Background: an optimization exercise with open tools, aiming at small area and a short achievable clock period. Do not read the settings as production practice. At most, simulation tests tie the RTL to the original design; equivalence was not proved.

east:
// QPSK_Symbol_Timing_Sync_Top
module QPSK_Symbol_Timing_Sync_Top #(
    parameter DATA_WIDTH   = 16,
    parameter MU_WIDTH     = 10,
    parameter MU_FRAC      = 9,
    parameter COEFF_WIDTH  = 16,
    parameter ACC_WIDTH    = 32
)(
    input  wire                         clk,
    input  wire                         rst,
    input  wire signed [DATA_WIDTH-1:0] I_in,
    input  wire signed [DATA_WIDTH-1:0] Q_in,
    output wire signed [DATA_WIDTH-1:0] I_out,
    output wire signed [DATA_WIDTH-1:0] Q_out,
    output reg                          valid_out
);
Size: ~3900 cells after synthesis, roughly 400 flip-flops, about 0.033 mm² of cells after synthesis.
clock: 14.0 ns
lec_check: 0
abc_area: 1
cap_margin: 0
core_margin: 2
core_utilization: 40
cts_buf_list: sky130_fd_sc_hd__clkbuf_8
cts_cluster_size: 20
slew_margin: 0
standard.sh (not shown) runs the stock make flow with config.mk's settings and CLKGATE_MAP_FILE= SYNTH_SCRIPT=/design/flow/synth_recipe.tcl, a recipe that flattens the netlist after the stock synthesis.
==> flow/flow/run.sh <==
#!/bin/bash
# Standard synthesis, then the standard layout with plain buffers on the
# ports and timing repair aimed at a shorter period than the clock (the
# constraints themselves are unchanged).
set -euo pipefail
bash standard.sh synth > synth.log 2>&1
export BUFFER_PORTS_ARGS="-buffer_cell sky130_fd_sc_hd__buf_2"
bash standard.sh SETUP_SLACK_MARGIN=9.8 finish > layout.log 2>&1
east reached the final stage; the timing, design-rule and antenna checks on its layout passed.
Input-level comparison between south and east:
Settings: changing CAP_MARGIN from 0 to 20; removing CTS_BUF_LIST (formerly sky130_fd_sc_hd__clkbuf_8); changing SLEW_MARGIN from 0 to 20; removing CTS_CLUSTER_SIZE (formerly 20).
## What came out
south ended up with fewer standard cells than east.
Diff east -> south: area of the multi-input gates level; critical path depth moved up; global-route wire length before repair moved down.


Starting RTL as in the previous note.
clock: 14.0 ns
lec_check: 0
abc_area: 0
cap_margin: 20
core_margin: 2
core_utilization: 40
slew_margin: 20
Scripts as last shown in full above: flow/flow/run.sh
Then changed:
--- a/flow/config.mk
+++ b/flow/config.mk
@@ -8,2 +8,2 @@
-export ABC_AREA = 0
-export CAP_MARGIN = 20
+export ABC_AREA = 1
+export CAP_MARGIN = 0
@@ -11,2 +11,2 @@
-export CORE_UTILIZATION = 40
-export SLEW_MARGIN = 20
+export CORE_UTILIZATION = 55
+export SLEW_MARGIN = 0
Effect: The new run finished clean. Synthesized cell count increases by 16%. Cell count increases by 8.0%. Routed wire length increases by 12%. Synthesized area increases by 0.91%. Non-clock buffer count increases by 9. Cell area decreases by 0.58%.
Then changed:
--- a/flow/flow/run.sh
+++ b/flow/flow/run.sh
@@ -8 +8 @@
-bash standard.sh SETUP_SLACK_MARGIN=9.8 finish > layout.log 2>&1
+bash standard.sh SETUP_SLACK_MARGIN=9.8 REMOVE_ABC_BUFFERS=1 finish > layout.log 2>&1
--- a/flow/config.mk
+++ b/flow/config.mk
@@ -11 +11 @@
-export CORE_UTILIZATION = 55
+export CORE_UTILIZATION = 40
Effect: Critical path depth rises by 3; cell count went up by 5.8%; global-route usage falls by 8.2 points; worst setup slack degrades by 0.031 ns; routed wire length is lower by 4.6%.
Then changed:
--- a/flow/flow/run.sh
+++ b/flow/flow/run.sh
@@ -8 +8 @@
-bash standard.sh SETUP_SLACK_MARGIN=9.8 REMOVE_ABC_BUFFERS=1 finish > layout.log 2>&1
+bash standard.sh SETUP_SLACK_MARGIN=10.0 finish > layout.log 2>&1
--- a/flow/config.mk
+++ b/flow/config.mk
@@ -9 +9 @@
-export CAP_MARGIN = 0
+export CAP_MARGIN = 20
@@ -11,2 +11,2 @@
-export CORE_UTILIZATION = 40
-export SLEW_MARGIN = 0
+export CORE_UTILIZATION = 55
+export SLEW_MARGIN = 20
Outcome: Wire length went up by about 5%. First-iteration DRC count rises by 20%. Critical path depth goes down by 3. Area after synthesis does not change.


## main
QPSK_Symbol_Timing_Sync_Top, a different RTL version from the one above (not shown whole).
Size in the first run: about 330 flip-flops, roughly 32000 um^2 of cells after synthesis.
==> flow/config.mk <==
export PLATFORM = sky130hd
export DESIGN_NAME = QPSK_Symbol_Timing_Sync_Top
export DESIGN_NICKNAME = QPSK_Symbol_Timing_Sync_Top
export VERILOG_FILES = /design/flow/design.v
export SDC_FILE = /design/flow/constraint.sdc
export NUM_CORES = 4
export LEC_CHECK = 0
export ABC_AREA = 1
export CAP_MARGIN = 20
export CORE_MARGIN = 2
export CORE_UTILIZATION = 40
export SLEW_MARGIN = 20
==> flow/constraint.sdc <==
create_clock -name core_clock -period 14.0 [get_ports {clk}]
set_input_delay 2.8000 -clock core_clock [delete_from_list [all_inputs] [get_ports {clk}]]
set_output_delay 2.8000 -clock core_clock [all_outputs]
set_load 0.01 [all_outputs]
==> flow/flow/run.sh <==
#!/bin/bash
# Standard synthesis and layout, with timing repair aimed at a shorter
# period than the clock (the constraints themselves are unchanged).
set -euo pipefail
bash standard.sh synth > synth.log 2>&1
bash standard.sh SETUP_SLACK_MARGIN=9.5 finish > layout.log 2>&1
Relative to main, the following input files were edited for the feature branch:
==> flow/flow/run.sh <==
#!/bin/bash
# Standard synthesis, then the standard layout with plain buffers on the
# ports and timing repair aimed at a shorter period than the clock (the
# constraints themselves are unchanged).
set -euo pipefail
bash standard.sh synth > synth.log 2>&1
export BUFFER_PORTS_ARGS="-buffer_cell sky130_fd_sc_hd__buf_2"
bash standard.sh SETUP_SLACK_MARGIN=9.8 finish > layout.log 2>&1
### Flow results
The feature branch reached the final stage; the timing, design-rule and antenna checks on its layout passed. Taking main as the reference, in the feature branch required time at the worst-slack endpoint has remained practically unchanged, post-placement setup slack increased 0.40 ns, number of vias per cell after detailed routing about even. Final cell area: the feature branch below main. On post-synthesis cell type count, the feature branch and main are basically level. Delta (the feature branch minus main): layout cell share with drive strength beyond 1 picked up an extra 1.4 points, routed wire length higher. Compared with main, the feature branch shows final routed wire length divided by cell count that has gone up slightly.
Function was not checked in any run of this note: the RTL went through the layout flow alone.


RTL: one of the versions met above, not the one the previous note started from.
For scale: ~3700 cells after synthesis.
==> flow/config.mk <==
export PLATFORM = sky130hd
export DESIGN_NAME = QPSK_Symbol_Timing_Sync_Top
export DESIGN_NICKNAME = QPSK_Symbol_Timing_Sync_Top
export VERILOG_FILES = /design/flow/design.v
export SDC_FILE = /design/flow/constraint.sdc
export NUM_CORES = 4
export LEC_CHECK = 0
export ABC_AREA = 1
export CAP_MARGIN = 0
export CORE_MARGIN = 2
export CORE_UTILIZATION = 40
export SLEW_MARGIN = 0
==> flow/constraint.sdc <==
create_clock -name core_clock -period 14.0 [get_ports {clk}]
set_input_delay 2.8000 -clock core_clock [delete_from_list [all_inputs] [get_ports {clk}]]
set_output_delay 2.8000 -clock core_clock [all_outputs]
set_load 0.01 [all_outputs]
==> flow/flow/run.sh <==
#!/bin/bash
# Standard synthesis; then full-adder polarities chosen so that fewer
# inverters sit between full adders (flow/polar.py, registers untouched);
# then the standard layout with plain buffers on the ports and timing repair
# aimed at a shorter period than the clock (the constraints themselves are
# unchanged).
set -euo pipefail
bash standard.sh synth > synth.log 2>&1
R=orfs/results/${FLOW_PLATFORM:-sky130hd}/QPSK_Symbol_Timing_Sync_Top/base
cp "$R/1_2_yosys.v" "$R/1_2_yosys.std.v"
python3 flow/polar.py "$R/1_2_yosys.std.v" "$R/1_2_yosys.v" > polar.log 2>&1
export BUFFER_PORTS_ARGS="-buffer_cell sky130_fd_sc_hd__buf_2"
bash standard.sh SETUP_SLACK_MARGIN=9.7 finish > layout.log 2>&1
Other scripts of this flow, unchanged in this note and not shown: flow/flow/polar.py
The first run went through all stages and came out clean.
Edit:
--- a/flow/flow/run.sh
+++ b/flow/flow/run.sh
@@ -11,3 +11,3 @@
 python3 flow/polar.py "$R/1_2_yosys.std.v" "$R/1_2_yosys.v" > polar.log 2>&1
 export BUFFER_PORTS_ARGS="-buffer_cell sky130_fd_sc_hd__buf_2"
-bash standard.sh SETUP_SLACK_MARGIN=9.7 finish > layout.log 2>&1
+bash standard.sh SETUP_SLACK_MARGIN=9.6 finish > layout.log 2>&1
Routed wire length drops by 0.89%.
Worst setup slack got worse by 0.049 ns.
Core utilization stays flat.
Sequential share of layout area is about the same.
Hold slack improved by 0.0078 ns.
Cell count is about the same.
Edit:
--- a/flow/flow/run.sh
+++ b/flow/flow/run.sh
@@ -11,3 +11,3 @@
 python3 flow/polar.py "$R/1_2_yosys.std.v" "$R/1_2_yosys.v" > polar.log 2>&1
 export BUFFER_PORTS_ARGS="-buffer_cell sky130_fd_sc_hd__buf_2"
-bash standard.sh SETUP_SLACK_MARGIN=9.6 finish > layout.log 2>&1
+bash standard.sh SETUP_SLACK_MARGIN=9.5 finish > layout.log 2>&1
What happened:
- final cell count hardly moves
- non-clock buffer count decreases by 11
- via count is about the same
- wire length fell by about 0.8%


the previous run:
QPSK_Symbol_Timing_Sync_Top, a different RTL version from the one above (not shown whole).
For scale: about 4000 cells after synthesis, roughly 430 flip-flops, about 67 I/O pins, about 34000 sq um of cells after synthesis.
Settings: LEC_CHECK=0, ABC_AREA=1, CAP_MARGIN=20, CORE_MARGIN=2, CORE_UTILIZATION=40, SLEW_MARGIN=20; clock period 14.0 ns.
==> flow/flow/run.sh <==
#!/bin/bash
# Standard synthesis and layout, with timing repair aimed at a shorter
# period than the clock (the constraints themselves are unchanged).
set -euo pipefail
bash standard.sh synth > synth.log 2>&1
bash standard.sh SETUP_SLACK_MARGIN=9.5 finish > layout.log 2>&1
> inputs changed (the previous run -> the current run)
diff --git a/flow/flow/run.sh b/flow/flow/run.sh
--- a/flow/flow/run.sh
+++ b/flow/flow/run.sh
@@ -4,3 +4,3 @@
 set -euo pipefail
 bash standard.sh synth > synth.log 2>&1
-bash standard.sh SETUP_SLACK_MARGIN=9.5 finish > layout.log 2>&1
+bash standard.sh SETUP_SLACK_MARGIN=10.5 finish > layout.log 2>&1
--- outcome ---
The current run vs. the previous run: flip-flop and latch share of the layout cell area lower; flop-to-flop setup slack moved up. Compared with the previous run, the current run degrades first-pass GRT wire length. In terms of fraction of area in multi-input gates, the previous run and the current run differ only marginally. The current run: length in cells of the worst reg-to-reg path higher than the previous run. Run comparison: the previous run path type of the worst setup path reg2out; the current run path type of the worst setup path reg2reg. Post-route cell area: the current run higher than the previous run.
No run of this note included a check of the RTL's function; only the layout flow was run.


Setup of 03-13:
RTL: one of the versions met above, not the one the previous note started from.
Size: roughly 0.033 mm2 of cells after synthesis.
==> flow/design.v (excerpt) <==
module QPSK_Symbol_Timing_Sync_Top #(
    parameter DATA_WIDTH   = 16,
    parameter MU_WIDTH     = 10,
    parameter MU_FRAC      = 9,
    parameter COEFF_WIDTH  = 16,
    parameter ACC_WIDTH    = 32
)(
    input  wire                         clk,
    input  wire                         rst,
    input  wire signed [DATA_WIDTH-1:0] I_in,
    input  wire signed [DATA_WIDTH-1:0] Q_in,
    output wire signed [DATA_WIDTH-1:0] I_out,
    output wire signed [DATA_WIDTH-1:0] Q_out,
    output reg                          valid_out
);
Settings: LEC_CHECK=0, ABC_AREA=1, CAP_MARGIN=0, CORE_MARGIN=2, CORE_UTILIZATION=40, SLEW_MARGIN=0; clock period 14.0 ns.
==> flow/flow/run.sh <==
#!/bin/bash
# Standard synthesis; then full-adder polarities chosen so that fewer
# inverters sit between full adders (flow/polar.py, registers untouched);
# then the standard layout with plain buffers on the ports and timing repair
# aimed at a shorter period than the clock (the constraints themselves are
# unchanged).
set -euo pipefail
bash standard.sh synth > synth.log 2>&1
R=orfs/results/${FLOW_PLATFORM:-sky130hd}/QPSK_Symbol_Timing_Sync_Top/base
cp "$R/1_2_yosys.v" "$R/1_2_yosys.std.v"
python3 flow/polar.py "$R/1_2_yosys.std.v" "$R/1_2_yosys.v" > polar.log 2>&1
export BUFFER_PORTS_ARGS="-buffer_cell sky130_fd_sc_hd__buf_2"
bash standard.sh SETUP_SLACK_MARGIN=9.9 finish > layout.log 2>&1
Other scripts of this flow, unchanged in this note and not shown: flow/flow/polar.py
The following lists how 09-10 was set up differently from 03-13:
-- flow/flow/run.sh --
<<< 03-13, line 13
bash standard.sh SETUP_SLACK_MARGIN=9.9 finish > layout.log 2>&1
>>> 09-10, line 13
bash standard.sh SETUP_SLACK_MARGIN=9.8 finish > layout.log 2>&1
Results
For final cell count, 03-13 and 09-10 come out practically identical. On least setup slack across all paths after layout, 09-10 does worse than 03-13. 09-10 against 03-13: layout overhead on the synthesized area shows a reduction of 0.99 points. The final layouts of 03-13 and 09-10 pass the timing, design-rule and antenna checks. From 03-13 to 09-10 the numbers moved as follows: final non-filler cell area lost about 0.9%, initial antenna violation count fell 1, aggregate routed wire length ~0 delta.


Starting RTL as in the previous note.
clock: 14.0 ns
lec_check: 0
abc_area: 1
cap_margin: 0
core_margin: 2
core_utilization: 40
slew_margin: 0
==> flow/flow/run.sh <==
#!/bin/bash
# Standard synthesis, then the standard layout with plain buffers on the
# ports and timing repair aimed at a shorter period than the clock (the
# constraints themselves are unchanged).
set -euo pipefail
bash standard.sh synth > synth.log 2>&1
export BUFFER_PORTS_ARGS="-buffer_cell sky130_fd_sc_hd__buf_2"
bash standard.sh SETUP_SLACK_MARGIN=9.8 SKIP_GATE_CLONING=1 finish > layout.log 2>&1
Rerun with:
--- a/flow/flow/run.sh
+++ b/flow/flow/run.sh
@@ -8 +8 @@
-bash standard.sh SETUP_SLACK_MARGIN=9.8 SKIP_GATE_CLONING=1 finish > layout.log 2>&1
+bash standard.sh SETUP_SLACK_MARGIN=9.8 finish > layout.log 2>&1
Effect: Routed wire length goes up by 0.34%. Clock skew falls by 0.0037 ns. Synthesized area does not change. Cell area stays flat. Sequential cell count is unchanged. Utilization hardly moves. Final cell count barely changes.
Rerun with:
--- a/flow/config.mk
+++ b/flow/config.mk
@@ -11,0 +12 @@
+export CTS_BUF_LIST = sky130_fd_sc_hd__clkbuf_4 sky130_fd_sc_hd__clkbuf_8
After rerunning:
- cell area is about the same
- routed wire length went up by 0.97%
- hold slack gets worse by 0.0083 ns
- core utilization climbs by 0.13 points
- clock-buffer cell count is higher by 33
- global-route usage is higher by 0.26 points
- via count goes up by 1.0%
- flip-flop and latch count stays the same
- register-to-register slack stays flat
Rerun with:
--- a/flow/flow/run.sh
+++ b/flow/flow/run.sh
@@ -8 +8 @@
-bash standard.sh SETUP_SLACK_MARGIN=9.8 finish > layout.log 2>&1
+bash standard.sh SETUP_SLACK_MARGIN=9.9 finish > layout.log 2>&1
--- a/flow/config.mk
+++ b/flow/config.mk
@@ -12 +11,0 @@
-export CTS_BUF_LIST = sky130_fd_sc_hd__clkbuf_4 sky130_fd_sc_hd__clkbuf_8
After rerunning: The new run finished clean. Synthesized area does not change. Cell area goes up by 0.76%. Maximum frequency climbs by 1.0%. Setup slack gets better by 0.042 ns. Register-to-register slack hardly moves. Wire length came out higher by 0.38%. Utilization grows by 0.35 points. Clock-buffer cell count fell by 37.


QPSK_Symbol_Timing_Sync_Top, a different RTL version from the one above (not shown whole).
For scale: roughly 3900 cells after synthesis, ~67 I/O pins.
clock: 14.0 ns
lec_check: 0
abc_area: 1
cap_margin: 60
core_margin: 2
core_utilization: 55
slew_margin: 60
run.sh (not shown) runs the stock make flow with config.mk's settings and CLKGATE_MAP_FILE= SYNTH_SCRIPT=/design/flow/synth_recipe.tcl, a recipe that flattens the netlist after the stock synthesis.
Stock flow here: none of the scripts above is used.
The first run ran to the end with no violations.
Edit:
CAP_MARGIN = 20   (was 60)
CORE_UTILIZATION = 40   (was 55)
SLEW_MARGIN = 20   (was 60)
=> Cell count grows by about 7%; worst hold slack loses 0.0035 ns; global-route usage goes down by 8.2 points.
No run of this note included a check of the RTL's function; only the layout flow was run.

## port drivers added, routing unchanged
In the flow no input, the clock included, has a driving cell. The finished layouts below were timed again as built, in two steps.
Step 1 (the two cells are an assumption about what drives the block):
set clk [get_ports {clk}]
set_driving_cell -lib_cell sky130_fd_sc_hd__clkbuf_16 $clk
set_driving_cell -lib_cell sky130_fd_sc_hd__buf_2 [delete_from_list [all_inputs] $clk]
Step 2, shift: input delay + t, output delay - t, t = (earliest + latest rising clock arrival at the registers) / 2. This alone moves slack from input paths to output paths.
Slacks: no drivers / after step 1 / after step 2; pairs: no drivers / after step 1.
| run | t, ns | slack for setup (ns) | worst setup path after step 2 | worst register clock-pin slew, ns |
|---|---|---|---|---|
| east | 0.732 | 9.828 / 9.768 / 9.350 | input to register | 0.07 / 0.07 |
| south | 0.649 | 9.914 / 9.858 / 9.367 | input to register | 0.07 / 0.07 |
| the first run of note 2 | 0.640 | 9.319 / 9.319 / 8.850 | input to register | 0.07 / 0.07 |
| the second run of note 2 | 0.640 | 9.881 / 9.881 / 9.348 | input to register | 0.07 / 0.07 |
| the third run of note 2 | 0.663 | 9.851 / 9.851 / 9.347 | input to register | 0.06 / 0.06 |
| the fourth run of note 2 | 0.655 | 9.947 / 9.947 / 9.460 | input to register | 0.08 / 0.08 |
| main | 0.623 | 9.326 / 9.326 / 9.027 | input to register | 0.08 / 0.08 |
| the feature branch | 0.629 | 9.438 / 9.438 / 9.363 | input to register | 0.07 / 0.07 |
| the first run of note 4 | 0.645 | 9.855 / 9.855 / 9.360 | input to register | 0.07 / 0.07 |
| the second run of note 4 | 0.645 | 9.806 / 9.806 / 9.189 | input to register | 0.07 / 0.07 |
| the third run of note 4 | 0.653 | 9.677 / 9.677 / 9.073 | input to register | 0.07 / 0.07 |
| the previous run | 0.649 | 9.544 / 9.482 / 9.053 | input to register | 0.07 / 0.07 |
| the current run | 0.653 | 9.824 / 9.824 / 9.363 | input to register | 0.07 / 0.07 |
| 03-13 | 0.652 | 9.926 / 9.907 / 9.361 | input to register | 0.06 / 0.06 |
| 09-10 | 0.644 | 9.903 / 9.903 / 9.369 | input to register | 0.07 / 0.07 |
| the first run of note 7 | 0.649 | 9.916 / 9.866 / 9.369 | input to register | 0.07 / 0.07 |
| the second run of note 7 | 0.647 | 9.907 / 9.843 / 9.380 | input to register | 0.07 / 0.07 |
| the third run of note 7 | 0.736 | 9.873 / 9.812 / 9.350 | input to register | 0.07 / 0.07 |
| the fourth run of note 7 | 0.659 | 9.915 / 9.850 / 9.408 | input to register | 0.07 / 0.07 |
| the first run of note 8 | 0.654 | 8.354 / 8.392 / 7.738 | input to register | 0.06 / 0.06 |
| the second run of note 8 | 0.639 | 8.215 / 8.237 / 7.598 | input to register | 0.07 / 0.07 |
After both steps every run listed still meets setup and hold.
